Context: an optimization exercise on an open-source flow, tuned for small area, a short achievable clock period and few clock cycles. The choices shown serve that exercise and are no tape-out recipe. No run shown here included a check of the RTL's function; only the layout flow was run. Power and IR drop assume default switching activity.

==> config.mk <==
export PLATFORM = sky130hd
export DESIGN_NAME = single_cycle_risc
export DESIGN_NICKNAME = single_cycle_risc
export VERILOG_FILES = /design/flow/design.v
export SDC_FILE = /design/flow/constraint.sdc
export NUM_CORES = 8
export LEC_CHECK = 0
export CAP_MARGIN = 30
export CELL_PAD_IN_SITES_DETAIL_PLACEMENT = 1
export CELL_PAD_IN_SITES_GLOBAL_PLACEMENT = 2
export CORE_MARGIN = 2
export CORE_UTILIZATION = 30
export PLACE_DENSITY = 0.35
export SLEW_MARGIN = 30
export SYNTH_HIERARCHICAL = 1
==> constraint.sdc <==
create_clock -name core_clock -period 25.0 [get_ports {clk}]
set_input_delay 5.0000 -clock core_clock [delete_from_list [all_inputs] [get_ports {clk}]]
set_output_delay 5.0000 -clock core_clock [all_outputs]
set_load 0.01 [all_outputs]
==> design.v <==
module add13 (
  input  [12:0] a,
  input  [12:0] b,
  output [13:0] s
);
  assign s = {1'b0, a} + {1'b0, b};
endmodule
module add21 (
  input  [20:0] a,
  input  [20:0] b,
  output [21:0] s
);
  assign s = {1'b0, a} + {1'b0, b};
endmodule
module add5 (
  input  [4:0] a,
  input  [4:0] b,
  output [4:0] s
);
  assign s = a + b;
endmodule
module mux2c (
  input  s, a1, a0,
  output y
);
  assign y = s ? a1 : a0;
endmodule
module aoi222 (
  input  a0, b0, a1, b1, a2, b2,
  output y
);
  assign y = ~((a0 & b0) | (a1 & b1) | (a2 & b2));
endmodule
module aoi22 (
  input  a0, b0, a1, b1,
  output y
);
  assign y = ~((a0 & b0) | (a1 & b1));
endmodule
module nand4x (
  input  a, b, c, d,
  output y
);
  assign y = ~(a & b & c & d);
endmodule
module nand3x (
  input  a, b, c,
  output y
);
  assign y = ~(a & b & c);
endmodule
module sel33 (
  input  [32:0] s,
  input  [32:0] d,
  output        y
);
  wire [10:0] n;
  genvar g;
  generate
    for (g = 0; g < 11; g = g + 1) begin : grp
      aoi222 u (.a0(s[3*g]), .b0(d[3*g]), .a1(s[3*g+1]), .b1(d[3*g+1]),
                .a2(s[3*g+2]), .b2(d[3*g+2]), .y(n[g]));
    end
  endgenerate
  wire o0, o1, o2;
  nand4x q0 (.a(n[0]), .b(n[1]), .c(n[2]),  .d(n[3]), .y(o0));
  nand4x q1 (.a(n[4]), .b(n[5]), .c(n[6]),  .d(n[7]), .y(o1));
  nand3x q2 (.a(n[8]), .b(n[9]), .c(n[10]), .y(o2));
  assign y = o0 | o1 | o2;
endmodule
module nand2x (
  input  a, b,
  output y
);
  assign y = ~(a & b);
endmodule
module sel34 (
  input  [33:0] s,
  input  [33:0] d,
  output        yn
);
  wire [11:0] n;
  genvar g;
  generate
    for (g = 0; g < 11; g = g + 1) begin : grp
      aoi222 u (.a0(s[3*g]), .b0(d[3*g]), .a1(s[3*g+1]), .b1(d[3*g+1]),
                .a2(s[3*g+2]), .b2(d[3*g+2]), .y(n[g]));
    end
  endgenerate
  nand2x u11 (.a(s[33]), .b(d[33]), .y(n[11]));
  wire o0, o1, o2;
  nand4x q0 (.a(n[0]), .b(n[1]), .c(n[2]),  .d(n[3]),  .y(o0));
  nand4x q1 (.a(n[4]), .b(n[5]), .c(n[6]),  .d(n[7]),  .y(o1));
  nand4x q2 (.a(n[8]), .b(n[9]), .c(n[10]), .d(n[11]), .y(o2));
  assign yn = ~(o0 | o1 | o2);
endmodule
module sel32 (
  input  [31:0] s,
  input  [31:0] d,
  output        y
);
  wire [10:0] n;
  genvar g;
  generate
    for (g = 0; g < 10; g = g + 1) begin : grp
      aoi222 u (.a0(s[3*g]), .b0(d[3*g]), .a1(s[3*g+1]), .b1(d[3*g+1]),
                .a2(s[3*g+2]), .b2(d[3*g+2]), .y(n[g]));
    end
  endgenerate
  aoi22 u10 (.a0(s[30]), .b0(d[30]), .a1(s[31]), .b1(d[31]), .y(n[10]));
  wire o0, o1, o2;
  nand4x q0 (.a(n[0]), .b(n[1]), .c(n[2]),  .d(n[3]), .y(o0));
  nand4x q1 (.a(n[4]), .b(n[5]), .c(n[6]),  .d(n[7]), .y(o1));
  nand3x q2 (.a(n[8]), .b(n[9]), .c(n[10]), .y(o2));
  assign y = o0 | o1 | o2;
endmodule
module sel8 (
  input  [7:0] s,
  input  [7:0] d,
  output       y
);
  wire [2:0] n;
  aoi222 u0 (.a0(s[0]), .b0(d[0]), .a1(s[1]), .b1(d[1]), .a2(s[2]), .b2(d[2]), .y(n[0]));
  aoi222 u1 (.a0(s[3]), .b0(d[3]), .a1(s[4]), .b1(d[4]), .a2(s[5]), .b2(d[5]), .y(n[1]));
  aoi22  u2 (.a0(s[6]), .b0(d[6]), .a1(s[7]), .b1(d[7]), .y(n[2]));
  nand3x q (.a(n[0]), .b(n[1]), .c(n[2]), .y(y));
endmodule
module single_cycle_risc (
  input         clk,
  input         rst,
  output [31:0] imem_addr,
  input  [31:0] imem_data,
  output        wb_valid,
  output [4:0]  wb_rd,
  output [31:0] wb_data
);
reg [31:0] pc_f;
reg        v_x;          
reg [31:0] a_rn, b_rn;
reg [4:0]  imm_r;        
reg [31:0] alt_r;        
reg [4:0]  rd_x;
reg [2:0]  f3_x;         
reg [2:0]  op_x;         
reg        x_load, x_store, x_branch, x_jalr, x_link, x_wr, x_sub, x_sra, x_pt;
reg        wb_valid_r;   
reg [4:0]  wb_rd_r;
reg [31:0] wb_data_r;
reg        w2_valid;     
reg [4:0]  w2_rd;
reg [31:0] w2_data;
assign imem_addr = pc_f;
assign wb_valid  = wb_valid_r;
assign wb_rd     = wb_rd_r;
assign wb_data   = wb_data_r;
wire [31:0] ins = imem_data;
wire [4:0]  f_op  = ins[6:2];
wire [2:0]  f_f3  = ins[14:12];
wire [4:0]  f_rd  = ins[11:7];
wire [4:0]  f_rs1 = ins[19:15];
wire [4:0]  f_rs2 = ins[24:20];
wire f_load   = (f_op == 5'b00000);
wire f_store  = (f_op == 5'b01000);
wire f_branch = (f_op == 5'b11000);
wire f_jalr   = (f_op == 5'b11001);
wire f_jal    = (f_op == 5'b11011);
wire f_opimm  = (f_op == 5'b00100);
wire f_opr    = (f_op == 5'b01100);
wire f_auipc  = (f_op == 5'b00101);
wire f_lui    = (f_op == 5'b01101);
wire f_arith  = f_opimm | f_opr;
wire        f_immu = ins[4] & ins[2];                
wire        f_imms = ~ins[6] & ins[5] & ~ins[4];     
wire [31:0] f_imm  = {f_immu ? ins[31:12] : {20{ins[31]}},
                      f_immu ? 7'b0 : ins[31:25],
                      f_immu ? 5'b0 : (f_imms ? ins[11:7] : ins[24:20])};
reg [1023:32] rf;
wire        w2_eff = w2_valid & ~(wb_valid_r & (wb_rd_r == w2_rd));
wire [31:0] wdec  = {31'b0, wb_valid_r} << wb_rd_r;
wire [31:0] w2dec = {31'b0, w2_valid} << w2_rd;
wire        byp1  = wb_valid_r & (wb_rd_r == f_rs1);
wire        byp2  = wb_valid_r & (wb_rd_r == f_rs2);
wire        byq1  = w2_eff & (w2_rd == f_rs1);
wire        byq2  = w2_eff & (w2_rd == f_rs2);
wire        f_use2 = f_opr | f_branch | f_store;    
wire [33:0] s1, s2;
genvar r;
generate
  for (r = 1; r < 32; r = r + 1) begin : g_sel
    assign s1[r] = (f_rs1 == r) & ~wdec[r] & ~w2dec[r] & ~f_lui & ~f_auipc;
    assign s2[r] = (f_rs2 == r) & ~wdec[r] & ~w2dec[r] & f_use2;
  end
endgenerate
assign s1[0]  = byp1 & ~f_lui & ~f_auipc;
assign s1[32] = byq1 & ~f_lui & ~f_auipc;
assign s1[33] = f_auipc;
assign s2[0]  = byp2 & f_use2;
assign s2[32] = byq2 & f_use2;
assign s2[33] = ~f_use2;
wire [31:0] f_an, f_bn;    
generate
  for (r = 0; r < 32; r = r + 1) begin : g_rd
    wire [32:0] d = {w2_data[r], rf[32*31+r], rf[32*30+r], rf[32*29+r], rf[32*28+r],
                     rf[32*27+r], rf[32*26+r], rf[32*25+r], rf[32*24+r], rf[32*23+r],
                     rf[32*22+r], rf[32*21+r], rf[32*20+r], rf[32*19+r], rf[32*18+r],
                     rf[32*17+r], rf[32*16+r], rf[32*15+r], rf[32*14+r], rf[32*13+r],
                     rf[32*12+r], rf[32*11+r], rf[32*10+r], rf[32*9+r],  rf[32*8+r],
                     rf[32*7+r],  rf[32*6+r],  rf[32*5+r],  rf[32*4+r],  rf[32*3+r],
                     rf[32*2+r],  rf[32*1+r],  wb_data_r[r]};
    sel34 u1 (.s(s1), .d({pc_f[r], d}),     .yn(f_an[r]));
    sel34 u2 (.s(s2), .d({f_imm[r], d}),    .yn(f_bn[r]));
  end
endgenerate
wire [31:0] f_immb = {{19{ins[31]}}, ins[31], ins[7], ins[30:25], ins[11:8], 1'b0};
wire [31:0] f_immj = {{11{ins[31]}}, ins[31], ins[19:12], ins[20], ins[30:21], 1'b0};
wire [31:0] pc_seq = pc_f + 32'd4;
wire [13:0] tb_lo;
wire [21:0] tj_lo;
add13 u_tb (.a(pc_f[12:0]), .b(f_immb[12:0]), .s(tb_lo));
add21 u_tj (.a(pc_f[20:0]), .b(f_immj[20:0]), .s(tj_lo));
wire [18:0] pb    = pc_f[31:13];
wire [18:0] pb_p1 = pb + 19'd1;
wire [18:0] pb_m1 = pb - 19'd1;
wire [10:0] pj    = pc_f[31:21];
wire [10:0] pj_p1 = pj + 11'd1;
wire [10:0] pj_m1 = pj - 11'd1;
wire [18:0] hb1 = ins[31] ? pb : pb_p1;
wire [18:0] hb0 = ins[31] ? pb_m1 : pb;
wire [10:0] hj1 = ins[31] ? pj : pj_p1;
wire [10:0] hj0 = ins[31] ? pj_m1 : pj;
wire [31:0] f_tgtb, f_tgtj;
assign f_tgtb[12:0] = tb_lo[12:0];
assign f_tgtj[20:0] = tj_lo[20:0];
genvar t;
generate
  for (t = 13; t < 32; t = t + 1) begin : g_tb
    mux2c u (.s(tb_lo[13]), .a1(hb1[t-13]), .a0(hb0[t-13]), .y(f_tgtb[t]));
  end
  for (t = 21; t < 32; t = t + 1) begin : g_tj
    mux2c u (.s(tj_lo[21]), .a1(hj1[t-21]), .a0(hj0[t-21]), .y(f_tgtj[t]));
  end
endgenerate
wire [31:0] rv1 = ~a_rn;
wire [31:0] rv2 = ~b_rn;
wire [31:0] opb = rv2;
wire [32:0] sum = {1'b0, rv1} + {1'b0, opb ^ {32{x_sub}}} + {32'b0, x_sub};
wire        ltu = ~sum[32];
wire        lts = (rv1[31] ^ opb[31]) ? rv1[31] : sum[31];
wire        eq  = (rv1 == rv2);
wire        sh_left = ~op_x[2];
wire [31:0] sh_in;
wire [31:0] sh_out;
genvar g;
generate
  for (g = 0; g < 32; g = g + 1) begin : g_rev
    assign sh_in[g] = sh_left ? rv1[31-g] : rv1[g];
  end
endgenerate
wire [31:0] sh_r = $signed({x_sra & rv1[31], sh_in}) >>> opb[4:0];
generate
  for (g = 0; g < 32; g = g + 1) begin : g_rev2
    assign sh_out[g] = sh_left ? sh_r[31-g] : sh_r[g];
  end
endgenerate
reg [31:0] alu;
always @* begin
  case (op_x)
    3'b000: alu = sum[31:0];
    3'b001: alu = sh_out;
    3'b010: alu = {31'b0, lts};
    3'b011: alu = {31'b0, ltu};
    3'b100: alu = rv1 ^ opb;
    3'b101: alu = sh_out;
    3'b110: alu = rv1 | opb;
    default: alu = rv1 & opb;
  endcase
end
reg  [255:0] dm;
wire [4:0]  addr;
add5 u_aa (.a(rv1[4:0]), .b(imm_r[4:0]), .s(addr));
wire [2:0]  aw   = addr[4:2];
wire [1:0]  ao   = addr[1:0];
wire [7:0] ws0 = 8'b1 << aw;
wire [7:0] ws1 = {ws0[6:0], ws0[7]};
wire [7:0] lane_s [0:3];
assign lane_s[0] = (ao == 2'd0) ? ws0 : ws1;
assign lane_s[1] = (ao <= 2'd1) ? ws0 : ws1;
assign lane_s[2] = (ao <= 2'd2) ? ws0 : ws1;
assign lane_s[3] = ws0;
wire [7:0] lane_r [0:3];
generate
  for (r = 0; r < 32; r = r + 1) begin : g_dm
    wire [7:0] wd = {dm[8*(28+r/8)+r%8], dm[8*(24+r/8)+r%8], dm[8*(20+r/8)+r%8], dm[8*(16+r/8)+r%8],
                     dm[8*(12+r/8)+r%8], dm[8*(8+r/8)+r%8],  dm[8*(4+r/8)+r%8],  dm[8*(r/8)+r%8]};
    sel8 u (.s(lane_s[r/8]), .d(wd), .y(lane_r[r/8][r%8]));
  end
endgenerate
wire [31:0] lanes = {lane_r[3], lane_r[2], lane_r[1], lane_r[0]};
reg  [31:0] mrd;    
always @* begin
  case (ao)
    2'd0: mrd = lanes;
    2'd1: mrd = {lanes[7:0],  lanes[31:8]};
    2'd2: mrd = {lanes[15:0], lanes[31:16]};
    default: mrd = {lanes[23:0], lanes[31:24]};
  endcase
end
wire        ld_sign = ~f3_x[2] & (f3_x[0] ? mrd[15] : mrd[7]);
wire [31:0] ld_val = {f3_x[1] ? mrd[31:16] : {16{ld_sign}},
                      (f3_x[1] | f3_x[0]) ? mrd[15:8] : {8{ld_sign}},
                      mrd[7:0]};
reg [31:0] st_data;
always @* begin
  case (ao)
    2'd0: st_data = rv2;
    2'd1: st_data = {rv2[23:0], rv2[31:24]};
    2'd2: st_data = {rv2[15:0], rv2[31:16]};
    default: st_data = {rv2[7:0], rv2[31:8]};
  endcase
end
wire [3:0] nb_mask = f3_x[1] ? 4'b1111 : (f3_x[0] ? 4'b0011 : 4'b0001);
wire [7:0] en_rot  = {nb_mask, nb_mask} << ao;
wire [3:0] lane_en = en_rot[7:4];
wire       st_en   = v_x & x_store;
integer sw, sj;
always @(posedge clk) begin
  for (sw = 0; sw < 8; sw = sw + 1)
    for (sj = 0; sj < 4; sj = sj + 1)
      if (st_en & lane_en[sj] & lane_s[sj][sw])
        dm[8*(sw*4+sj) +: 8] <= st_data[sj*8 +: 8];
end
wire        taken    = f3_x[2] ? ((f3_x[1] ? ltu : lts) ^ f3_x[0]) : (eq ^ f3_x[0]);
wire        redirect = v_x & (x_jalr | (x_branch & (taken ^ x_pt)));
wire [31:0] npc      = x_jalr ? {sum[31:1], 1'b0} : alt_r;
wire        rf_we    = v_x & x_wr;
wire        sel_npc = redirect;
wire        sel_tj  = ~redirect & f_jal;
wire        sel_tb  = ~redirect & f_branch & ins[31];
wire        sel_seq = ~redirect & ~f_jal & ~(f_branch & ins[31]);
wire [31:0] pc_next = ({32{sel_npc}} & npc) | ({32{sel_tj}} & f_tgtj) |
                      ({32{sel_tb}} & f_tgtb) | ({32{sel_seq}} & pc_seq);
wire [31:0] result = x_load ? ld_val : (x_link ? alt_r : alu);
always @(posedge clk) begin
  if (rst) begin
    pc_f       <= 32'b0;
    v_x        <= 1'b0;
    wb_valid_r <= 1'b0;
    w2_valid   <= 1'b0;
  end else begin
    w2_valid   <= wb_valid_r;
    pc_f       <= pc_next;
    v_x        <= ~redirect;
    wb_valid_r <= rf_we;
  end
  a_rn     <= (rf_we & (rd_x == f_rs1) & ~f_lui & ~f_auipc) ? ~result : f_an;
  b_rn     <= (rf_we & (rd_x == f_rs2) & f_use2) ? ~result : f_bn;
  imm_r    <= f_imms ? ins[11:7] : ins[24:20];
  alt_r    <= ({32{f_branch & ~ins[31]}} & f_tgtb) | ({32{~(f_branch & ~ins[31])}} & pc_seq);
  rd_x     <= f_rd;
  f3_x     <= f_f3;
  op_x     <= f_arith ? f_f3 : 3'b000;
  x_load   <= f_load;
  x_store  <= f_store;
  x_branch <= f_branch;
  x_jalr   <= f_jalr;
  x_link   <= f_jal | f_jalr;
  x_wr     <= (f_load | f_jalr | f_jal | f_arith | f_auipc | f_lui) & (f_rd != 5'd0);
  x_sub    <= f_branch | (f_opr & ins[30] & (f_f3 == 3'b000)) | (f_arith & (f_f3[2:1] == 2'b01));
  x_sra    <= f_arith & ins[30] & (f_f3 == 3'b101);
  x_pt     <= f_branch & ins[31];
  wb_rd_r   <= rd_x;
  wb_data_r <= result;
  w2_rd     <= wb_rd_r;
  w2_data   <= wb_data_r;
end
integer wk;
always @(posedge clk) begin
  for (wk = 1; wk < 32; wk = wk + 1)
    if (w2_valid & (w2_rd == wk))
      rf[32*wk +: 32] <= w2_data;
end
endmodule
==> flow/run.sh <==
#!/bin/bash
# Layout: the standard ORFS flow (standard.sh), with
#  - timing repair aimed well below the design's clock period (a setup-slack
#    margin), so that the period the layout achieves gets optimised;
#  - port buffers of a stronger cell than the default delay buffer;
set -euo pipefail
CTS="-sink_clustering_enable -repair_clock_nets -sink_clustering_size 20 -sink_clustering_max_diameter 100 -dont_use_dummy_load -buf_list {sky130_fd_sc_hd__clkbuf_8 sky130_fd_sc_hd__clkbuf_16}"
bash standard.sh SETUP_SLACK_MARGIN=${MARGIN:-18.5} TNS_END_PERCENT=${TNS:-0} \
  "BUFFER_PORTS_ARGS=-buffer_cell sky130_fd_sc_hd__buf_4" "CTS_ARGS=$CTS" finish > standard_flow.log 2>&1
==> standard.sh <==
#!/bin/bash
# synth_recipe.tcl (not shown) runs the flow's synth.tcl, then flattens the netlist and writes it again
# the make line also repeats each setting of config.mk as NAME=value (left out here)
make -C /OpenROAD-flow-scripts/flow DESIGN_CONFIG=/design/flow/config.mk WORK_HOME=/design/flow/orfs CLKGATE_MAP_FILE= SYNTH_SCRIPT=/design/flow/synth_recipe.tcl "${@:-finish}"
==> results by group, run 1 <==
Setup path
  – Crit path max fanout: 32
  – Startpoint Class: input port
  – Reg-to-Reg End: a_rn[9]$_DFF_P_
  – CP Data Arrival Time: 8170 ps
  – Crit path capture type: flip-flop
  – R2R Setup Slk: 17880 ps
  – R2R Path Start: a_rn[0]$_DFF_P_
  – Critical path type: input port to flip-flop
  – Critical Path RT: 25680 ps
  – Worst R2R Path Depth: 20

Floorplanning
  – # IOs: 104
  – Core ar.: 236000 um^2
  – Die area: 241000 um^2
  – Overall die height: 491 um
  – Starting Density: 0.302
  – Rows: 178
  – Die Width: 491 um

Placed design
  – PortBufs: 101
  – Dpl cells: 8529
  – DP Wirelength: 252000 um
  – Placer's final routability congestion estimate: 0.885

Cells and area
  – Final #Nets: 5720
  – Layout cells sized above 1: 0.187
  – Layout area overhead: 14.9%
  – Commonest non-fill, non-tap cell in the layout: edfxtp_1
  – Fill count: 24.6k
  – Sequential Area: 42100 um^2
  – Post-route insts no fill: 8700
  – Commonest non-fill, non-tap cells in the layout: edfxtp_1 (1248), a222oi_1 (769), buf_4 (322)
  – Area of the multi-input gates: 28700 um^2

Synthesis
  – Synthesized flop and latch total: 1478
  – Avg Inst Size Synth: 13.5 um^2
  – Mapped Area: 71200 um^2
  – Post-synth EDFFs: 1248
  – Synth warnings: 7
  – Async S/R FF share, synth: 0
  – Dominant synthesized flop cell: edfxtp_1
  – Cells after Synth: 5275
  – Sequential-to-total area share from yosys stat: 0.591
  – Distinct cells, synth: 110

GRT
  – Global-route wire length before repair: 504000 um
  – Initial antenna violation count: 24
  – Number of global-route vias before repair: 55.9k
  – Largest net degree at the start of global routing: 62
  – Tot GR Track Use: 0.304
  – Global route overflow: 0

Timing
  – Period utilization: 0.300
  – Slew at the pin closest to its max-slew limit: 1040 ps
  – F_max: 133 MHz
  – Final Hold Viols: 0
  – Finish-stage setup viols: 0
  – Total negative slack: 0 ps
  – RSZ-0062 raised after global routing: true
  – Rel. slew slack: 0.299
  – Slew Limit Fails: 0
  – Period minus WS final: 7500 ps
  – Clock skew: 126 ps

Status
  – Status: complete, no violations

Power and ir drop
  – Worst VDD drop: 61.6 uV
  – Power per Cell Area: 81.2 nW/um^2
  – Leak pwr: 26.8 nW

CTS
  – TritonCTS clock tree: yes
  – Clk pin slew, worst setup/hold paths: 90 ps
  – TritonCTS Buffers: 93
  – Clock root buffer master: clkbuf_16
  – Worst-Skew Late Latency: 800 ps
  – H-tree depth: 3
  – CTS Hold Bufs: 0
  – Maximum clock path buffer count: 3
  – Clk sink count: 1478

Drt
  – DRT Wirelength: 378000 um
  – DR DRC count: 0
  – 1st-iter DRT viols: 8605
  – Routed length per instance: 43.5 um
  – Drt first pass iters: 10
  – Vias per cell: 6.42
  – DR vias: 55.8k
  – Antenna-violating nets left: 0

Min path
  – Min-delay src: rd_x[0]$_DFF_P_
  – Hold Crit Class: flip-flop to flip-flop
  – Worst Hold End: wb_rd_r[0]$_DFF_P_
  – Hold path depth: 0

Flow run
  – MaxCap Viol Count: 0
synthesized netlist by cell type (64+ instances only):
library cell,instances,area share
nand4_1,217,0.019
nand2_1,322,0.017
a222oi_1,769,0.11
nor3_2,65,0.0091
nor2_1,239,0.013
nor3_1,131,0.0092
inv_1,164,0.0086
o21ai_0,169,0.012
edfxtp_1,1248,0.53
xnor2_1,137,0.017
dfxtp_1,230,0.065
clkbuf_1,143,0.0075
a21oi_1,148,0.010
ha_1,138,0.024
mux2_2,64,0.010
mux4_2,115,0.036
nand3_1,99,0.0070
metrics by stage:
stage / cell area (um^2) / power [mW] / hold slack [ps] / setup WS (ps) / utilization
after floorplan: 72000 / 4.14 / 363 / 17320 / -
after global placement: 77700 / 5.16 / 398 / 15380 / 0.330
after detailed placement: 77700 / 5.18 / 390 / 15350 / 0.330
after CTS: 81700 / 6.70 / 361 / 17740 / 0.347
after global routing: 81800 / 6.86 / 367 / 17550 / 0.347
final: 81800 / 6.64 / 371 / 17500 / 0.347
worst max-delay path, cell delays in order:
cell      delay (ps)
buf_12           120
nor2_4           210
nand2_4          130
nor2_4           160
buf_12           120
nor2_1            50
nand2_4          180
buf_4            160
nor3_4            40
buf_12           190
a222oi_1         380
nand4_1          570
nor3_2           500
mux2_2           240
logic make-up after synthesis:
logic type                 count (synthesis)  synth area share
muxes                                    272            0.0620
buffers and inverters                    417            0.0257
DFF                                     1478             0.591
adders and majority gates                142            0.0254
xor gates and xnor gates                 197            0.0242
and+or+nand+nor                         1281            0.0936
AOI/OAI and AO/OA                       1487             0.178
other                                      1         0.0000527
what timing repair did:
| item | 4_1_cts | 5_1_grt |
|---|---|---|
| pin swaps | 62 | 7 |
| gates resized for setup | 196 | 10 |
| buffers inserted | 58 | 2 |
| endpoints found under the setup margin | 174 | 173 |
| cloned | 10 | 0 |
cell type report:
class                   count  share of cell area
well taps                3150              0.0482
multi-input cells        3382               0.351
diodes                      8            0.000245
clock buffers              93              0.0285
repair inverters            1            0.000199
inverters                 169             0.00814
flip-flops and latches   1478               0.515
repair buffers            419              0.0487
routing by layer:
metal  track usage  vias up  wire (um)
met1         0.397    30100     157000
li1              -    23000          -
met3        0.0410      460      23500
met5             0        -         43
met2         0.513     2287     183000
met4         0.107        6      14900
sequential cells by signal, summed over array words and instances, names as in the netlist, 32 cells and up:
register   flops
w2_data       32
b_rn          32
rf           992
wb_data_r     32
alt_r         32
dm           256
pc_f          32
a_rn          32
worst max-delay path by stage:
stage / end / slack, ps / start
3_3_place_gp: a_rn[22]$_DFF_P_ / 15380 / imem_data[2]
3_5_place_dp: a_rn[22]$_DFF_P_ / 15350 / imem_data[2]
4_1_cts: a_rn[26]$_DFF_P_ / 17740 / imem_data[3]
6_report: a_rn[21]$_DFF_P_ / 17500 / imem_data[3]
5_1_grt: a_rn[31]$_DFF_P_ / 17550 / imem_data[3]
2_1_floorplan: a_rn[30]$_DFF_P_ / 17320 / imem_data[2]
per-module statistics from Yosys, one instance, submodules excluded, a selection:
module / cell area (um^2) / times used / cells / flops+latches
aoi22: 12.5 / 32 / 1 / 0
mux2c: 15.0 / 30 / 1 / 0
single_cycle_risc: 58300 / 1 / 3832 / 1478
nand3x: 5.00 / 32 / 1 / 0
add5: 159 / 1 / 19 / 0
sel34: 10.0 / 64 / 1 / 0
nand4x: 6.26 / 192 / 1 / 0
add21: 1200 / 1 / 151 / 0
aoi222: 10.0 / 768 / 1 / 0
add13: 687 / 1 / 91 / 0
nand2x: 3.75 / 64 / 1 / 0
power by group:
group	total (mW)	internal [mW]	switching, mW
logic	1.93	0.593	1.34
registers	3.21	3.02	0.197
clock network	1.50	0.658	0.842
==> run 2: changes to the inputs <==
--- a/config.mk
+++ b/config.mk
@@ -11,4 +11,4 @@
 export CORE_MARGIN = 2
-export CORE_UTILIZATION = 30
-export PLACE_DENSITY = 0.35
+export CORE_UTILIZATION = 40
+export PLACE_DENSITY = 0.5
 export SLEW_MARGIN = 30
==> run 2 against run 1 <==
Compared with the run above: clock skew down 36 ps; wire length down 10%; non-clock buffer count down 7; setup slack better by 140 ps; cell count down 9.5%; power down 2.3%; cell area down 1.1%.
==> results by group, run 2 <==
Cells and area
  – Sequential Area: 42100 um^2
  – Layout area overhead: 13.6%
  – Max FFs per register: 992
  – Commonest non-fill, non-tap cells in the layout: edfxtp_1 (1248), a222oi_1 (769), buf_4 (312)
  – Final #Nets: 5708
  – Commonest non-fill, non-tap cell in the layout: edfxtp_1
  – Layout cells sized above 1: 0.190
  – Area of the multi-input gates: 28900 um^2
  – Regs by FF count: rf (992), dm (256)
  – Fill count: 17.8k
  – Largest Register: rf

CTS
  – Clock root buffer master: clkbuf_16
  – H-tree depth: 3
  – TritonCTS Buffers: 88
  – Worst-Skew Late Latency: 780 ps
  – TritonCTS clock tree: yes
  – Clk sink count: 1478
  – CTS Hold Bufs: 0
  – Clk pin slew, worst setup/hold paths: 90 ps
  – Maximum clock path buffer count: 3

Placed design
  – PortBufs: 101
  – Placer's final routability congestion estimate: 0.976
  – DP Wirelength: 220000 um

Timing
  – Period minus WS final: 7350 ps
  – Rel. slew slack: 0.335
  – Final Hold Viols: 0
  – Clock skew: 89.6 ps
  – Slew Limit Fails: 0
  – Finish-stage setup viols: 0
  – Period utilization: 0.294
  – Total negative slack: 0 ps
  – RSZ-0062 raised after global routing: true
  – Slew at the pin closest to its max-slew limit: 996 ps
  – F_max: 136 MHz

Floorplanning
  – Die Width: 426 um
  – Rows: 154
  – Die area: 181000 um^2
  – Overall die height: 426 um
  – Starting Density: 0.403
  – Core ar.: 176000 um^2
  – # IOs: 104

Synthesis
  – Post-synth top area share: 0.527
  – Mapped Area: 71200 um^2
  – Cell with the most instances after synthesis: edfxtp_1
  – Post-synth EDFFs: 1248
  – Synth area leader: edfxtp_1
  – Synth warnings: 7
  – Dominant synthesized flop cell: edfxtp_1
  – Cells after Synth: 5275
  – Synthesized flop and latch total: 1478
  – Distinct cells, synth: 110
  – Async S/R FF share, synth: 0
  – Most frequent cells after synthesis: edfxtp_1 (1248), a222oi_1 (769), nand2_1 (322), nor2_1 (239), dfxtp_1 (230)
  – Sequential-to-total area share from yosys stat: 0.591
  – Avg Inst Size Synth: 13.5 um^2
  – Synth top area cells: edfxtp_1 (53%), a222oi_1 (11%), dfxtp_1 (6.5%), mux4_2 (3.6%), ha_1 (2.4%)

Drt
  – DRT Wirelength: 340000 um
  – 1st-iter DRT viols: 9625
  – Antenna-violating nets left: 0
  – DR vias: 56.6k
  – Vias per cell: 7.18
  – DR DRC count: 0
  – Routed length per instance: 43.1 um
  – Drt first pass iters: 10

Power and ir drop
  – Int Pwr: 4.23 mW
  – Sw Pwr: 2.26 mW
  – Logic gate share of total power: 0.288
  – Power per Cell Area: 80.3 nW/um^2
  – Net Sw Frac: 0.349
  – Clk pwr share: 0.222
  – Flop pwr share: 0.490
  – Leak pwr: 26.8 nW
  – Total power: 6.49 mW
  – Worst VDD drop: 65.1 uV

Setup path
  – Startpoint Class: input port
  – Worst R2R Path Depth: 24
  – Crit path capture type: flip-flop
  – Crit path max fanout: 32
  – Critical path type: input port to flip-flop
  – Critical Path RT: 25710 ps
  – CP Data Arrival Time: 8060 ps

Status
  – Status: complete, no violations

GRT
  – Global route overflow: 0
  – Global-route wire length before repair: 459000 um
  – Tot GR Track Use: 0.364
  – Number of global-route vias before repair: 55.9k
  – Largest net degree at the start of global routing: 65
  – Initial antenna violation count: 13

Min path
  – Hold Crit Class: flip-flop to flip-flop
  – Hold path depth: 0

Flow run
  – MaxCap Viol Count: 0
run 2: worst paths after layout:
check,slack (ps),end,start
min reg2reg,420,wb_rd_r[0]$_DFF_P_,rd_x[0]$_DFF_P_
max reg2reg,18000,a_rn[22]$_DFF_P_,a_rn[0]$_DFF_P_
max,17650,a_rn[21]$_DFF_P_,imem_data[3]
min,420,wb_rd_r[0]$_DFF_P_,rd_x[0]$_DFF_P_
run 2: power by group through the flow:
stage | clock network [mW] | logic, mW | registers (mW)
2_1_floorplan | 0 | 0.907 | 3.24
3_3_place_gp | 0 | 1.78 | 3.23
3_5_place_dp | 0 | 1.81 | 3.23
4_1_cts | 1.46 | 1.83 | 3.18
5_1_grt | 1.53 | 1.95 | 3.19
6_report | 1.44 | 1.87 | 3.18
run 2: timing repair:
action / in CTS / in global routing
pin swaps: 91 / 37
cloned: 9 / 2
resized for setup: 233 / 36
endpoints found under the setup margin: 167 / 166
buffers inserted: 49 / 22
run 2: modules after synthesis, one instance, submodules excluded, excerpt:
module             flip-flops and latches  cells
single_cycle_risc                    1478   3832
add21                                   0    151
add13                                   0     91
add5                                    0     19
mux2c                                   0      1
aoi22                                   0      1
aoi222                                  0      1
sel34                                   0      1
nand4x                                  0      1
nand3x                                  0      1
nand2x                                  0      1
run 2: layout make-up:
type | count | share of cell area
inverter | 169 | 0.00820
timing repair inverter | 1 | 0.000201
antenna | 6 | 0.000186
sequential | 1478 | 0.521
clock buffer | 88 | 0.0272
tap | 2340 | 0.0362
timing repair buffer | 412 | 0.0499
multi-input combinational | 3382 | 0.358
run 2: cells by family after synthesis:
logic type,share of synthesized area
AOI/OAI and AO/OA,0.178
DFF,0.591
and+or+nand+nor,0.0936
buffers and inverters,0.0257
muxes,0.0620
xor gates and xnor gates,0.0242
adders and majority gates,0.0254
other,0.0000527
run 2: metrics by stage:
stage	util	std cells	setup WS (ps)	area (um^2)	hold slack, ps
floorplan	-	5276	17320	72000	363
global placement	0.433	7697	15900	76500	408
detailed placement	0.434	7699	15930	76500	409
CTS	0.456	7845	17970	80400	429
global route	0.458	7871	17770	80900	440
finish	0.458	7876	17650	80900	422
run 2: critical path, stage by stage:
cell and delay, ps:
buf_12 110, nor2_4 230, nand2_8 110, nor2_4 220, nor2_2 80, nand2_4 170, buf_4 150, nor3_4 40
buf_12 200, a222oi_1 460, nand4_1 530, nor3_4 460, mux2_2 220
run 2: metal layers:
layer | track usage | vias up | share of wire
li1 | - | 23000 | -
met1 | 0.471 | 29600 | 0.38
met2 | 0.589 | 3370 | 0.47
met3 | 0.0633 | 701 | 0.094
met4 | 0.186 | 2 | 0.061
met5 | 0 | - | 0.000038
==> run 3: changes to the inputs <==
--- a/flow/run.sh
+++ b/flow/run.sh
@@ -7,3 +7,3 @@
 CTS="-sink_clustering_enable -repair_clock_nets -sink_clustering_size 20 -sink_clustering_max_diameter 100 -dont_use_dummy_load -buf_list {sky130_fd_sc_hd__clkbuf_8 sky130_fd_sc_hd__clkbuf_16}"
-bash standard.sh SETUP_SLACK_MARGIN=${MARGIN:-18.5} TNS_END_PERCENT=${TNS:-0} \
+bash standard.sh SETUP_SLACK_MARGIN=${MARGIN:-18.0} TNS_END_PERCENT=${TNS:-100} \
   "BUFFER_PORTS_ARGS=-buffer_cell sky130_fd_sc_hd__buf_4" "CTS_ARGS=$CTS" finish > standard_flow.log 2>&1
--- a/config.mk
+++ b/config.mk
@@ -11,4 +11,4 @@
 export CORE_MARGIN = 2
-export CORE_UTILIZATION = 40
-export PLACE_DENSITY = 0.5
+export CORE_UTILIZATION = 30
+export PLACE_DENSITY = 0.35
 export SLEW_MARGIN = 30
==> run 3 against run 2 <==
Compared with the run above: critical path type unchanged; highest routed layer unchanged; still clean; count of clock-buffer cells in the layout increased by 6; register-to-register slack improved by 180 ps; non-clock buffer count increased by 105.
==> results by group, run 3 <==
Power and ir drop
  – Flop pwr share: 0.482
  – Int Pwr: 4.29 mW
  – Power per Cell Area: 79.0 nW/um^2
  – Sw Pwr: 2.39 mW
  – Worst VDD drop: 48.7 uV
  – Net Sw Frac: 0.357
  – Clk pwr share: 0.227
  – Leak pwr: 27.9 nW
  – Logic gate share of total power: 0.291

Cells and area
  – Area of the multi-input gates: 29600 um^2
  – Largest Register: rf
  – Final #Nets: 5821
  – Layout area overhead: 18.8%
  – Post-route insts no fill: 8796
  – Max FFs per register: 992
  – Sequential Area: 42100 um^2
  – Fin util: 0.359
  – Commonest non-fill, non-tap cells in the layout: edfxtp_1 (1248), a222oi_1 (769), buf_4 (343)
  – Layout cells sized above 1: 0.219
  – Fill count: 24.5k
  – Regs by FF count: rf (992), dm (256)
  – Commonest non-fill, non-tap cell in the layout: edfxtp_1

Setup path
  – CP max stage delay: 440 ps
  – Startpoint Class: input port
  – R2R Setup Slk: 18180 ps
  – CP max stage cell: nand4_1
  – Worst R2R Path Depth: 24
  – Reg-to-Reg End: a_rn[20]$_DFF_P_
  – Cell chain of the critical path: buf_12 > nor2_4 > nand2_4 > nor2_4 > nor2_4 > nand2_8 > buf_4 > nor3_4 > buf_12 > buf_12 > a222oi_1 > nand4_1 > nor3_4 > mux2_2
  – Crit path capture type: flip-flop
  – Critical Path RT: 25670 ps
  – R2R Path Start: a_rn[0]$_DFF_P_
  – Crit path max fanout: 28
  – CP Data Arrival Time: 7970 ps
  – Critical path type: input port to flip-flop

CTS
  – TritonCTS Buffers: 94
  – Clk pin slew, worst setup/hold paths: 90 ps
  – Maximum clock path buffer count: 3
  – TritonCTS clock tree: yes
  – H-tree depth: 3
  – Worst-Skew Late Latency: 810 ps
  – Clock root buffer master: clkbuf_16
  – Clk sink count: 1478

Floorplanning
  – Core ar.: 236000 um^2
  – Starting Density: 0.302
  – Die area: 241000 um^2
  – Rows: 178
  – # IOs: 104
  – Die Width: 491 um
  – Overall die height: 491 um

Timing
  – Slew at the pin closest to its max-slew limit: 1260 ps
  – Total negative slack: 0 ps
  – RSZ-0062 raised after global routing: true
  – F_max: 137 MHz
  – Period utilization: 0.292
  – Period minus WS final: 7290 ps
  – Hold slack: 398 ps
  – Final Hold Viols: 0
  – Clock skew: 147 ps
  – Slew Limit Fails: 0
  – Finish-stage setup viols: 0
  – Rel. slew slack: 0.157

Status
  – Status: complete, no violations

Placed design
  – PortBufs: 101
  – Dpl cells: 8519
  – Placer's final routability congestion estimate: 0.873
  – DP Wirelength: 250000 um

Min path
  – Worst Hold End: w2_data[4]$_DFF_P_
  – Hold path depth: 0
  – Hold Crit Class: flip-flop to flip-flop
  – Min-delay src: wb_data_r[4]$_DFF_P_

Synthesis
  – Post-synth top area share: 0.527
  – Cell with the most instances after synthesis: edfxtp_1
  – Synth area leader: edfxtp_1
  – Mapped Area: 71200 um^2
  – Synth top area cells: edfxtp_1 (53%), a222oi_1 (11%), dfxtp_1 (6.5%), mux4_2 (3.6%), ha_1 (2.4%)
  – Async S/R FF share, synth: 0
  – Synthesized flop and latch total: 1478
  – Synth warnings: 7
  – Most frequent cells after synthesis: edfxtp_1 (1248), a222oi_1 (769), nand2_1 (322), nor2_1 (239), dfxtp_1 (230)
  – Cells after Synth: 5275
  – Avg Inst Size Synth: 13.5 um^2
  – Distinct cells, synth: 110
  – Sequential-to-total area share from yosys stat: 0.591
  – Post-synth EDFFs: 1248
  – Dominant synthesized flop cell: edfxtp_1

Drt
  – Drt first pass iters: 10
  – Antenna-violating nets left: 0
  – Detailed-routed wire length on met3: 23800 um
  – Routed length per instance: 44.2 um
  – DR DRC count: 0
  – DR vias: 56.2k
  – Top Layer Used: met5
  – 1st-iter DRT viols: 8686
  – DRT Wirelength: 389000 um
  – Met2 routed WL: 187000 um
  – Vias per cell: 6.39
  – Met1 wire length: 161000 um

GRT
  – Largest net degree at the start of global routing: 62
  – Tot GR Track Use: 0.301
  – Number of global-route vias before repair: 55.8k
  – Initial antenna violation count: 22
  – Global route overflow: 0
  – Global-route wire length before repair: 501000 um

Flow run
  – MaxCap Viol Count: 0
==> run 3: cells by family after synthesis <==
group,share of synthesized area
and+or+nand+nor,0.0936
muxes,0.0620
DFF,0.591
buffers and inverters,0.0257
adders and majority gates,0.0254
xor gates and xnor gates,0.0242
other,0.0000527
AOI/OAI and AO/OA,0.178
==> run 3: critical path, delay by kind of cell <==
family                 cells  cell delay, ps
and+or+nand+nor            8            1680
buffers and inverters      4             620
AOI/OAI and AO/OA          1             370
muxes                      1             210
==> run 3: power groups by stage <==
stage / combinational, mW / clock [mW] / sequential, mW
3_3_place_gp: 1.87 / 0 / 3.27
4_1_cts: 1.92 / 1.55 / 3.22
6_report: 1.95 / 1.51 / 3.22
2_1_floorplan: 0.912 / 0 / 3.24
3_5_place_dp: 1.88 / 0 / 3.27
5_1_grt: 2.04 / 1.62 / 3.23
==> run 3: metrics by stage <==
stage	area [um^2]	power, mW	setup slack (ps)
detailed placement	77900	5.16	15650
finish	84600	6.68	17710
global placement	77800	5.14	15650
global route	84600	6.88	17780
CTS	82500	6.69	17950
floorplan	72300	4.15	17320
==> run 3: how the worst max path moves through the flow <==
stage,startpoint,to,cells past startpoint
2_1_floorplan,imem_data[2],a_rn[30]$_DFF_P_,10
6_report,imem_data[3],a_rn[17]$_DFF_P_,14
3_3_place_gp,imem_data[2],a_rn[14]$_DFF_P_,13
5_1_grt,imem_data[3],a_rn[18]$_DFF_P_,12
3_5_place_dp,imem_data[2],a_rn[14]$_DFF_P_,13
4_1_cts,imem_data[3],a_rn[15]$_DFF_P_,15
==> run 3: Yosys stat by module (local to each module, per instance), a selection <==
module	area, um^2	cells inside
sel34	10.0	1
aoi222	10.0	1
add21	1200	151
nand3x	5.00	1
single_cycle_risc	58300	3832
add5	159	19
nand2x	3.75	1
mux2c	15.0	1
aoi22	12.5	1
nand4x	6.26	1
add13	687	91
==> run 3: area by class of cell <==
class / instances / area share
Timing Repair Buffer: 517 / 0.0692
Tap cell: 3150 / 0.0466
Multi-Input combinational cell: 3383 / 0.350
Clock buffer: 94 / 0.0278
Sequential cell: 1478 / 0.498
Antenna cell: 3 / 0.0000888
Inverter: 169 / 0.00784
Timing Repair inverter: 2 / 0.000385
==> run 3: routing by layer <==
layer  track usage  up-vias
met3        0.0368      511
met4         0.104        6
met1         0.403    30200
met5             0        -
li1              -    23200
met2         0.504     2317
==> run 3: what timing repair did <==
| action | in CTS | in global routing |
|---|---|---|
| hold buffers | 0 | 0 |
| gates cloned | 10 | 24 |
| setup endpoints to repair | 97 | 80 |
| gates resized for setup | 317 | 171 |
| buffers inserted | 63 | 82 |
| pin swaps | 143 | 190 |
==> run 4: changes to the inputs <==
--- a/design.v
+++ b/design.v
@@ -127,2 +127,8 @@
 endmodule
+module nor3x (
+  input  a, b, c,
+  output y
+);
+  assign y = ~(a | b | c);
+endmodule
 module single_cycle_risc (
@@ -161,12 +167,13 @@
 wire [4:0]  f_rs2 = ins[24:20];
-wire f_load   = (f_op == 5'b00000);
-wire f_store  = (f_op == 5'b01000);
-wire f_branch = (f_op == 5'b11000);
-wire f_jalr   = (f_op == 5'b11001);
-wire f_jal    = (f_op == 5'b11011);
-wire f_opimm  = (f_op == 5'b00100);
-wire f_opr    = (f_op == 5'b01100);
-wire f_auipc  = (f_op == 5'b00101);
-wire f_lui    = (f_op == 5'b01101);
-wire f_arith  = f_opimm | f_opr;
+wire f_load   = ~ins[5] & ~ins[4];
+wire f_store  = ~ins[6] & ins[5] & ~ins[4];
+wire f_branch = ins[6] & ~ins[2];
+wire f_jalr   = ins[6] & ~ins[3] & ins[2];
+wire f_jal    = ins[6] & ins[3];
+wire f_opr    = ~ins[6] & ins[5] & ins[4] & ~ins[2];
+wire f_auipc  = ~ins[5] & ins[4] & ins[2];
+wire f_lui    = ~ins[6] & ins[5] & ins[4] & ins[2];
+wire f_arith  = ~ins[6] & ins[4] & ~ins[2];        
+wire f_uimm   = ~ins[6] & ins[4] & ins[2];         
+wire f_use2   = ins[5] & ~ins[2];                  
 wire        f_immu = ins[4] & ins[2];                
@@ -184,13 +191,24 @@
 wire        byq2  = w2_eff & (w2_rd == f_rs2);
-wire        f_use2 = f_opr | f_branch | f_store;    
 wire [33:0] s1, s2;
+wire [31:0] blk = wdec | w2dec;
+wire [7:0]  lo1n, lo2n;
+wire [3:0]  hi1n, hi2n;
+wire        uimm_n = ~f_uimm;
 genvar r;
 generate
+  for (r = 0; r < 8; r = r + 1) begin : g_lo
+    nand3x u1 (.a(f_rs1[0] == r[0]), .b(f_rs1[1] == r[1]), .c(f_rs1[2] == r[2]), .y(lo1n[r]));
+    nand3x u2 (.a(f_rs2[0] == r[0]), .b(f_rs2[1] == r[1]), .c(f_rs2[2] == r[2]), .y(lo2n[r]));
+  end
+  for (r = 0; r < 4; r = r + 1) begin : g_hi
+    nand3x u1 (.a(f_rs1[3] == r[0]), .b(f_rs1[4] == r[1]), .c(uimm_n), .y(hi1n[r]));
+    nand4x u2 (.a(f_rs2[3] == r[0]), .b(f_rs2[4] == r[1]), .c(ins[5]), .d(~ins[2]), .y(hi2n[r]));
+  end
   for (r = 1; r < 32; r = r + 1) begin : g_sel
-    assign s1[r] = (f_rs1 == r) & ~wdec[r] & ~w2dec[r] & ~f_lui & ~f_auipc;
-    assign s2[r] = (f_rs2 == r) & ~wdec[r] & ~w2dec[r] & f_use2;
+    nor3x u1 (.a(lo1n[r%8]), .b(hi1n[r/8]), .c(blk[r]), .y(s1[r]));
+    nor3x u2 (.a(lo2n[r%8]), .b(hi2n[r/8]), .c(blk[r]), .y(s2[r]));
   end
 endgenerate
-assign s1[0]  = byp1 & ~f_lui & ~f_auipc;
-assign s1[32] = byq1 & ~f_lui & ~f_auipc;
+assign s1[0]  = byp1 & ~f_uimm;
+assign s1[32] = byq1 & ~f_uimm;
 assign s1[33] = f_auipc;
@@ -285,5 +303,8 @@
 wire [7:0] lane_s [0:3];
-assign lane_s[0] = (ao == 2'd0) ? ws0 : ws1;
-assign lane_s[1] = (ao <= 2'd1) ? ws0 : ws1;
-assign lane_s[2] = (ao <= 2'd2) ? ws0 : ws1;
+wire [2:0] ao_le = {ao <= 2'd2, ao <= 2'd1, ao == 2'd0};
+generate
+  for (r = 0; r < 24; r = r + 1) begin : g_ls
+    mux2c u (.s(ao_le[r/8]), .a1(ws0[r%8]), .a0(ws1[r%8]), .y(lane_s[r/8][r%8]));
+  end
+endgenerate
 assign lane_s[3] = ws0;
@@ -354,3 +375,3 @@
   end
-  a_rn     <= (rf_we & (rd_x == f_rs1) & ~f_lui & ~f_auipc) ? ~result : f_an;
+  a_rn     <= (rf_we & (rd_x == f_rs1) & ~f_uimm) ? ~result : f_an;
   b_rn     <= (rf_we & (rd_x == f_rs2) & f_use2) ? ~result : f_bn;
@@ -366,3 +387,3 @@
   x_link   <= f_jal | f_jalr;
-  x_wr     <= (f_load | f_jalr | f_jal | f_arith | f_auipc | f_lui) & (f_rd != 5'd0);
+  x_wr     <= ~f_store & ~f_branch & (f_rd != 5'd0);
   x_sub    <= f_branch | (f_opr & ins[30] & (f_f3 == 3'b000)) | (f_arith & (f_f3[2:1] == 2'b01));
--- a/flow/run.sh
+++ b/flow/run.sh
@@ -7,3 +7,3 @@
 CTS="-sink_clustering_enable -repair_clock_nets -sink_clustering_size 20 -sink_clustering_max_diameter 100 -dont_use_dummy_load -buf_list {sky130_fd_sc_hd__clkbuf_8 sky130_fd_sc_hd__clkbuf_16}"
-bash standard.sh SETUP_SLACK_MARGIN=${MARGIN:-18.0} TNS_END_PERCENT=${TNS:-100} \
+bash standard.sh SETUP_SLACK_MARGIN=${MARGIN:-18.5} TNS_END_PERCENT=${TNS:-0} \
   "BUFFER_PORTS_ARGS=-buffer_cell sky130_fd_sc_hd__buf_4" "CTS_ARGS=$CTS" finish > standard_flow.log 2>&1
--- a/config.mk
+++ b/config.mk
@@ -11,4 +11,4 @@
 export CORE_MARGIN = 2
-export CORE_UTILIZATION = 30
-export PLACE_DENSITY = 0.35
+export CORE_UTILIZATION = 40
+export PLACE_DENSITY = 0.5
 export SLEW_MARGIN = 30
==> run 4 against run 3 <==
Compared with the run above: non-clock buffer count decreased by 170; sequential share of layout area increased by 3.0 points; still clean on timing, DRC and antenna; cell area decreased by 5.6%; critical path depth decreased by 1; die area decreased by 24%.
==> results by group, run 4 <==
CTS
  – Clock root buffer master: clkbuf_16
  – TritonCTS Buffers: 87
  – TritonCTS clock tree: yes
  – H-tree depth: 3
  – Clk pin slew, worst setup/hold paths: 90 ps
  – Maximum clock path buffer count: 3
  – Clk sink count: 1478
  – Worst-Skew Late Latency: 790 ps

Cells and area
  – Commonest non-fill, non-tap cell in the layout: edfxtp_1
  – Largest Register: rf
  – Regs by FF count: rf (992), dm (256)
  – Commonest non-fill, non-tap cells in the layout: edfxtp_1 (1248), a222oi_1 (770), nand2_1 (314)
  – Layout cells sized above 1: 0.178
  – Max FFs per register: 992
  – Final #Nets: 5693
  – Layout area overhead: 11.5%
  – Final Cell Area: 79800 um^2
  – Fin util: 0.448

Setup path
  – Crit path max fanout: 32
  – Critical Path RT: 25620 ps
  – Reg-to-Reg End: a_rn[22]$_DFF_P_
  – Startpoint Class: input port
  – Worst R2R Path Depth: 20
  – Crit path capture type: flip-flop
  – R2R Path Start: a_rn[0]$_DFF_P_
  – CP Data Arrival Time: 8030 ps
  – R2R Setup Slk: 18020 ps
  – Critical path type: input port to flip-flop

Placed design
  – DP Wirelength: 218000 um
  – PortBufs: 101
  – Placer's final routability congestion estimate: 0.949
  – Placed Area: 76700 um^2

Timing
  – Slew Limit Fails: 0
  – F_max: 135 MHz
  – Hold slack: 362 ps
  – Rel. slew slack: 0.259
  – Period utilization: 0.296
  – Total negative slack: 0 ps
  – Slew at the pin closest to its max-slew limit: 1100 ps
  – Final Hold Viols: 0
  – Clock skew: 136 ps
  – RSZ-0062 raised after global routing: true
  – Finish-stage setup viols: 0
  – Period minus WS final: 7410 ps

Min path
  – Hold path depth: 0
  – Min-delay src: rd_x[1]$_DFF_P_
  – Worst Hold End: wb_rd_r[1]$_DFF_P_
  – Hold Crit Class: flip-flop to flip-flop

Floorplanning
  – Die area: 182000 um^2
  – Overall die height: 427 um
  – Rows: 155
  – Core ar.: 178000 um^2
  – Die Width: 427 um
  – Starting Density: 0.402
  – # IOs: 104

GRT
  – Initial antenna violation count: 8
  – Global-route wire length before repair: 447000 um
  – Global route overflow: 0
  – Largest net degree at the start of global routing: 62
  – Number of global-route vias before repair: 54.1k
  – Tot GR Track Use: 0.352

Power and ir drop
  – Leak pwr: 26.7 nW
  – Total power: 6.87 mW
  – Worst VDD drop: 60.4 uV
  – Power per Cell Area: 86.1 nW/um^2

Synthesis
  – Synth area leader: edfxtp_1
  – Synthesized flop and latch total: 1478
  – Most frequent cells after synthesis: edfxtp_1 (1248), a222oi_1 (770), nand2_1 (316), nor2_1 (235), dfxtp_1 (230)
  – Distinct cells, synth: 105
  – Post-synth top area share: 0.524
  – Post-synth EDFFs: 1248
  – Cell with the most instances after synthesis: edfxtp_1
  – Avg Inst Size Synth: 13.5 um^2
  – Dominant synthesized flop cell: edfxtp_1
  – Cells after Synth: 5307
  – Synth warnings: 7
  – Synth top area cells: edfxtp_1 (52%), a222oi_1 (11%), dfxtp_1 (6.4%), mux4_2 (2.8%), ha_1 (2.4%)
  – Sequential-to-total area share from yosys stat: 0.588
  – Mapped Area: 71600 um^2
  – Async S/R FF share, synth: 0

Drt
  – Antenna-violating nets left: 0
  – 1st-iter DRT viols: 9544
  – Routed length per instance: 41.8 um
  – Drt first pass iters: 10
  – DR DRC count: 0
  – DRT Wirelength: 329000 um
  – DR vias: 55.8k
  – Vias per cell: 7.09

Status
  – Status: complete, no violations

Flow run
  – MaxCap Viol Count: 0
run 4: worst max path at each step:
stage / depth (start not counted) / slack [ps] / endpoint / start
global placement: 11 / 15860 / a_rn[22]$_DFF_P_ / imem_data[2]
floorplan: 14 / 17240 / pc_f[31]$_SDFF_PP0_ / imem_data[13]
finish: 13 / 17590 / a_rn[16]$_DFF_P_ / imem_data[2]
detailed placement: 11 / 15850 / a_rn[22]$_DFF_P_ / imem_data[2]
global route: 15 / 17560 / pc_f[31]$_SDFF_PP0_ / imem_data[13]
CTS: 15 / 17680 / pc_f[31]$_SDFF_PP0_ / imem_data[13]
run 4: layout make-up:
class	instances	area, um^2
antenna	2	5.00
clock buffer	87	2180
fill	17900	98200
inverter	181	684
multi-input combinational	3422	29000
sequential	1478	42100
tap	2355	2950
timing repair buffer	347	2920
run 4: layer usage:
layer | GRT usage | part of all wire | vias up
li1 | - | - | 23000
met4 | 0.156 | 0.054 | 10
met2 | 0.569 | 0.47 | 2992
met3 | 0.0467 | 0.083 | 571
met5 | 0 | 0.00020 | -
met1 | 0.472 | 0.40 | 29300
run 4: repair_timing:
action | in CTS | in global routing
setup endpoints to repair | 169 | 182
resized for setup | 90 | 33
cloned | 0 | 3
setup buffers | 22 | 8
hold buffers | 0 | 0
pin swaps | 38 | 17
run 4: per-stage QoR:
step	std cells	setup slack [ps]
detailed placement	7749	15850
CTS	7858	17680
floorplan	5308	17240
global route	7870	17560
finish	7872	17590
global placement	7743	15860
run 4: power by group:
| group | internal, mW | total, mW | switching, mW |
|---|---|---|---|
| clock | 0.617 | 1.42 | 0.801 |
| sequential | 3.03 | 3.23 | 0.200 |
| combinational | 0.722 | 2.22 | 1.50 |
run 4: per-module statistics from Yosys (local to each module, per instance), a selection:
| module | times used | cells |
|---|---|---|
| sel34 | 64 | 1 |
| aoi22 | 32 | 1 |
| add13 | 1 | 91 |
| single_cycle_risc | 1 | 3746 |
| aoi222 | 768 | 1 |
| nand3x | 52 | 1 |
run 4: logic make-up (layout without fill, tap and decap cells):
logic type,after synthesis,in the layout,synth area share
adders and majority gates,142,142,0.0252
buffers and inverters,408,615,0.0240
other,1,4,0.0000524
DFF,1478,1478,0.588
xor gates and xnor gates,205,205,0.0251
muxes,290,290,0.0613
and+or+nand+nor,1285,1285,0.0985
AOI/OAI and AO/OA,1498,1498,0.178
run 4: worst max-delay path, cell delays in order:
cell and delay (ps):
buf_4 150, and2_4 180, buf_12 150, nand2b_4 140, buf_12 170, nand3_4 230
nor3_4 80, buf_4 310, a222oi_1 490, nand4_1 330, nor3_2 500, nand2_1 120
o21ai_0 100
==> run 5: changes to the inputs <==
--- a/flow/run.sh
+++ b/flow/run.sh
@@ -7,3 +7,3 @@
 CTS="-sink_clustering_enable -repair_clock_nets -sink_clustering_size 20 -sink_clustering_max_diameter 100 -dont_use_dummy_load -buf_list {sky130_fd_sc_hd__clkbuf_8 sky130_fd_sc_hd__clkbuf_16}"
-bash standard.sh SETUP_SLACK_MARGIN=${MARGIN:-18.5} TNS_END_PERCENT=${TNS:-0} \
+bash standard.sh SETUP_SLACK_MARGIN=${MARGIN:-18.2} TNS_END_PERCENT=${TNS:-100} \
   "BUFFER_PORTS_ARGS=-buffer_cell sky130_fd_sc_hd__buf_4" "CTS_ARGS=$CTS" finish > standard_flow.log 2>&1
==> run 5 against run 4 <==
Compared with the run above: count of clock-buffer cells in the layout unchanged; sequential power is essentially flat; global-route usage up 1.4 points; sequential cell count is the same; critical path type unchanged; critical endpoint is now b_rn[11]$_DFF_P_; largest power group unchanged.
==> results by group, run 5 <==
Timing
  – Period utilization: 0.294
  – Slew Limit Fails: 0
  – Final Hold Viols: 0
  – Period minus WS final: 7350 ps
  – Total negative slack: 0 ps
  – Slew at the pin closest to its max-slew limit: 1190 ps
  – Clock skew: 87.0 ps
  – Finish-stage setup viols: 0
  – F_max: 136 MHz
  – Final WS setup: 17650 ps
  – Rel. slew slack: 0.206
  – RSZ-0062 raised after global routing: true

CTS
  – TritonCTS clock tree: yes
  – H-tree depth: 3
  – Clock root buffer master: clkbuf_16
  – Clk pin slew, worst setup/hold paths: 100 ps
  – Clk sink count: 1478
  – TritonCTS Buffers: 87
  – Worst-Skew Late Latency: 760 ps
  – Maximum clock path buffer count: 3
  – CTS Hold Bufs: 0

Setup path
  – CP max stage delay: 650 ps
  – Startpoint Class: input port
  – CP max stage cell: nand4_1
  – Critical path's top delay family: simple AND/OR/NAND/NOR gates
  – Crit path capture type: flip-flop
  – CP Data Arrival Time: 8040 ps
  – Critical path type: input port to flip-flop
  – Crit path launch: imem_data[22]
  – Crit path max fanout: 6
  – R2R Setup Slk: 18310 ps
  – Cell chain of the critical path: buf_16 > buf_4 > clkinvlp_4 > nand3_4 > nor3_4 > buf_6 > buf_12 > buf_8 > buf_12 > a222oi_1 > nand4_1 > nor3_4 > mux2_4
  – Critical Path RT: 25690 ps
  – R2R Path Start: a_rn[0]$_DFF_P_
  – Crit path buf inv count: 7

Synthesis
  – Cells after Synth: 5307
  – Synth top area cells: edfxtp_1 (52%), a222oi_1 (11%), dfxtp_1 (6.4%), mux4_2 (2.8%), ha_1 (2.4%)
  – Dominant synthesized flop cell: edfxtp_1
  – Synth area leader: edfxtp_1
  – Mapped Area: 71600 um^2
  – Post-synth EDFFs: 1248
  – Synthesized flop and latch total: 1478
  – Avg Inst Size Synth: 13.5 um^2
  – Post-synth top area share: 0.524
  – Cell with the most instances after synthesis: edfxtp_1
  – Sequential-to-total area share from yosys stat: 0.588
  – Synth warnings: 7
  – Async S/R FF share, synth: 0
  – Most frequent cells after synthesis: edfxtp_1 (1248), a222oi_1 (770), nand2_1 (316), nor2_1 (235), dfxtp_1 (230)
  – Distinct cells, synth: 105

Floorplanning
  – Rows: 155
  – Die Width: 427 um
  – Starting Density: 0.402
  – Overall die height: 427 um
  – Core ar.: 178000 um^2
  – Die area: 182000 um^2
  – # IOs: 104

GRT
  – Number of global-route vias before repair: 55.6k
  – Global-route wire length before repair: 462000 um
  – Largest net degree at the start of global routing: 56
  – Tot GR Track Use: 0.366
  – Initial antenna violation count: 14
  – Global route overflow: 0

Drt
  – Vias per cell: 7.09
  – DRT Wirelength: 348000 um
  – Drt first pass iters: 11
  – DR vias: 57.6k
  – DR DRC count: 0
  – 1st-iter DRT viols: 10.1k
  – Antenna-violating nets left: 0
  – Routed length per instance: 42.8 um

Power and ir drop
  – Leak pwr: 28.7 nW
  – Clk pwr share: 0.204
  – Worst VDD drop: 59.6 uV
  – Flop pwr share: 0.459
  – Logic gate share of total power: 0.337
  – Net Sw Frac: 0.370
  – Total power: 7.02 mW
  – Power per Cell Area: 83.1 nW/um^2
  – Sw Pwr: 2.60 mW
  – Int Pwr: 4.42 mW

Placed design
  – Placed Area: 77000 um^2
  – Setup slack after placement: 16030 ps
  – PortBufs: 101
  – Dpl cells: 7761
  – DP Wirelength: 224000 um
  – Placer's final routability congestion estimate: 0.969

Cells and area
  – Commonest non-fill, non-tap cell in the layout: edfxtp_1
  – Largest Register: rf
  – Layout area overhead: 17.9%
  – Post-route insts no fill: 8133
  – Commonest non-fill, non-tap cells in the layout: edfxtp_1 (1248), a222oi_1 (770), buf_4 (375)
  – Layout cells sized above 1: 0.229
  – Final #Nets: 5953
  – Final Cell Area: 84400 um^2
  – Max FFs per register: 992
  – Regs by FF count: rf (992), dm (256)

Flow run
  – MaxCap Viol Count: 0

Min path
  – Hold Crit Class: flip-flop to flip-flop
  – Min-delay src: rd_x[0]$_DFF_P_

Status
  – Status: complete, no violations
## run 5: cell counts after synthesis
Identical to the previous run, type by type.
## run 5: metal layers
layer	vias up	part of all wire	track usage
li1	23500	-	-
met4	0	0.069	0.205
met3	656	0.093	0.0660
met1	30200	0.38	0.476
met2	3310	0.46	0.577
met5	-	0	0
## run 5: cell type report
cell class | instances | area (um^2)
repair buffers | 605 | 6720
well taps | 2355 | 2950
clock buffers | 87 | 2180
diodes | 3 | 7.51
flip-flops and latches | 1478 | 42100
fillers | 17600 | 93600
inverters | 181 | 707
multi-input cells | 3424 | 29800
## run 5: worst paths after layout
path | depth (start not counted) | end
max reg2reg | 20 | b_rn[18]$_DFF_P_
min | 0 | wb_rd_r[0]$_DFF_P_
max | 13 | b_rn[11]$_DFF_P_
min reg2reg | 0 | wb_rd_r[0]$_DFF_P_
## run 5: timing repair
item,in CTS,in global routing
pin swaps,272,218
buffers inserted,161,85
setup endpoints to repair,100,90
gates resized for setup,353,138
gates cloned,19,17
endpoints found under the hold margin,0,0
## run 5: modules after synthesis (local to each module, per instance), excerpt
module	cells inside	cell area (um^2)	flops+latches	copies in the design
add13	91	687	0	1
add21	159	1130	0	1
add5	19	159	0	1
aoi22	1	12.5	0	32
aoi222	1	10.0	0	768
mux2c	1	15.0	0	54
nand2x	1	3.75	0	64
nand3x	1	5.00	0	52
nor3x	1	10.0	0	62
single_cycle_risc	3746	57700	1478	1
## run 5: per-stage QoR
stage | hold WS (ps) | utilization
2_1_floorplan | 363 | -
3_3_place_gp | 393 | 0.432
3_5_place_dp | 387 | 0.433
4_1_cts | 413 | 0.464
5_1_grt | 423 | 0.474
6_report | 416 | 0.474
## run 5: kinds of logic after synthesis
family,Yosys count,synth area share
AOI/OAI and AO/OA,1498,0.178
xor gates and xnor gates,205,0.0251
adders and majority gates,142,0.0252
buffers and inverters,408,0.0240
DFF,1478,0.588
muxes,290,0.0613
other,1,0.0000524
and+or+nand+nor,1285,0.0985
## run 5: power groups by stage
stage / clock [mW] / combinational, mW / sequential, mW
4_1_cts: 1.45 / 2.30 / 3.21
3_5_place_dp: 0 / 2.24 / 3.27
3_3_place_gp: 0 / 2.21 / 3.27
2_1_floorplan: 0 / 1.17 / 3.26
5_1_grt: 1.52 / 2.48 / 3.22
6_report: 1.43 / 2.36 / 3.22

[afterwards: timing with drivers on the ports]
How much do the figures lean on ideal ports? The routed layouts below were timed once more, with nothing changed but the port constraints. Step 1 sets driving cells, clkbuf_16 on the clock port and buf_2 on the other inputs (assumed; they add their load-dependent delay and slew). Step 2 times the ports against the registers' clock, not the clock port: input delays grow and output delays shrink by t, the midpoint of the rising clock arrivals with the driver on. Slacks: ideal / step 1 / step 2; pairs: ideal / step 1.
| run | t (ns) | setup slack, ns | worst setup path at the end |
|---|---|---|---|
| run 1 | 0.823 | 17.503 / 17.464 / 16.641 | input to register |
| run 2 | 0.822 | 17.648 / 17.680 / 16.859 | input to register |
| run 3 | 0.831 | 17.706 / 17.748 / 16.918 | input to register |
| run 4 | 0.817 | 17.589 / 17.650 / 16.833 | input to register |
| run 5 | 0.814 | 17.653 / 17.651 / 16.838 | input to register |
After both steps setup and hold are still met in every run listed. For run 1, which loses most, drivers alone change the setup slack by -0.039 ns; drivers and shift together by -0.862 ns.
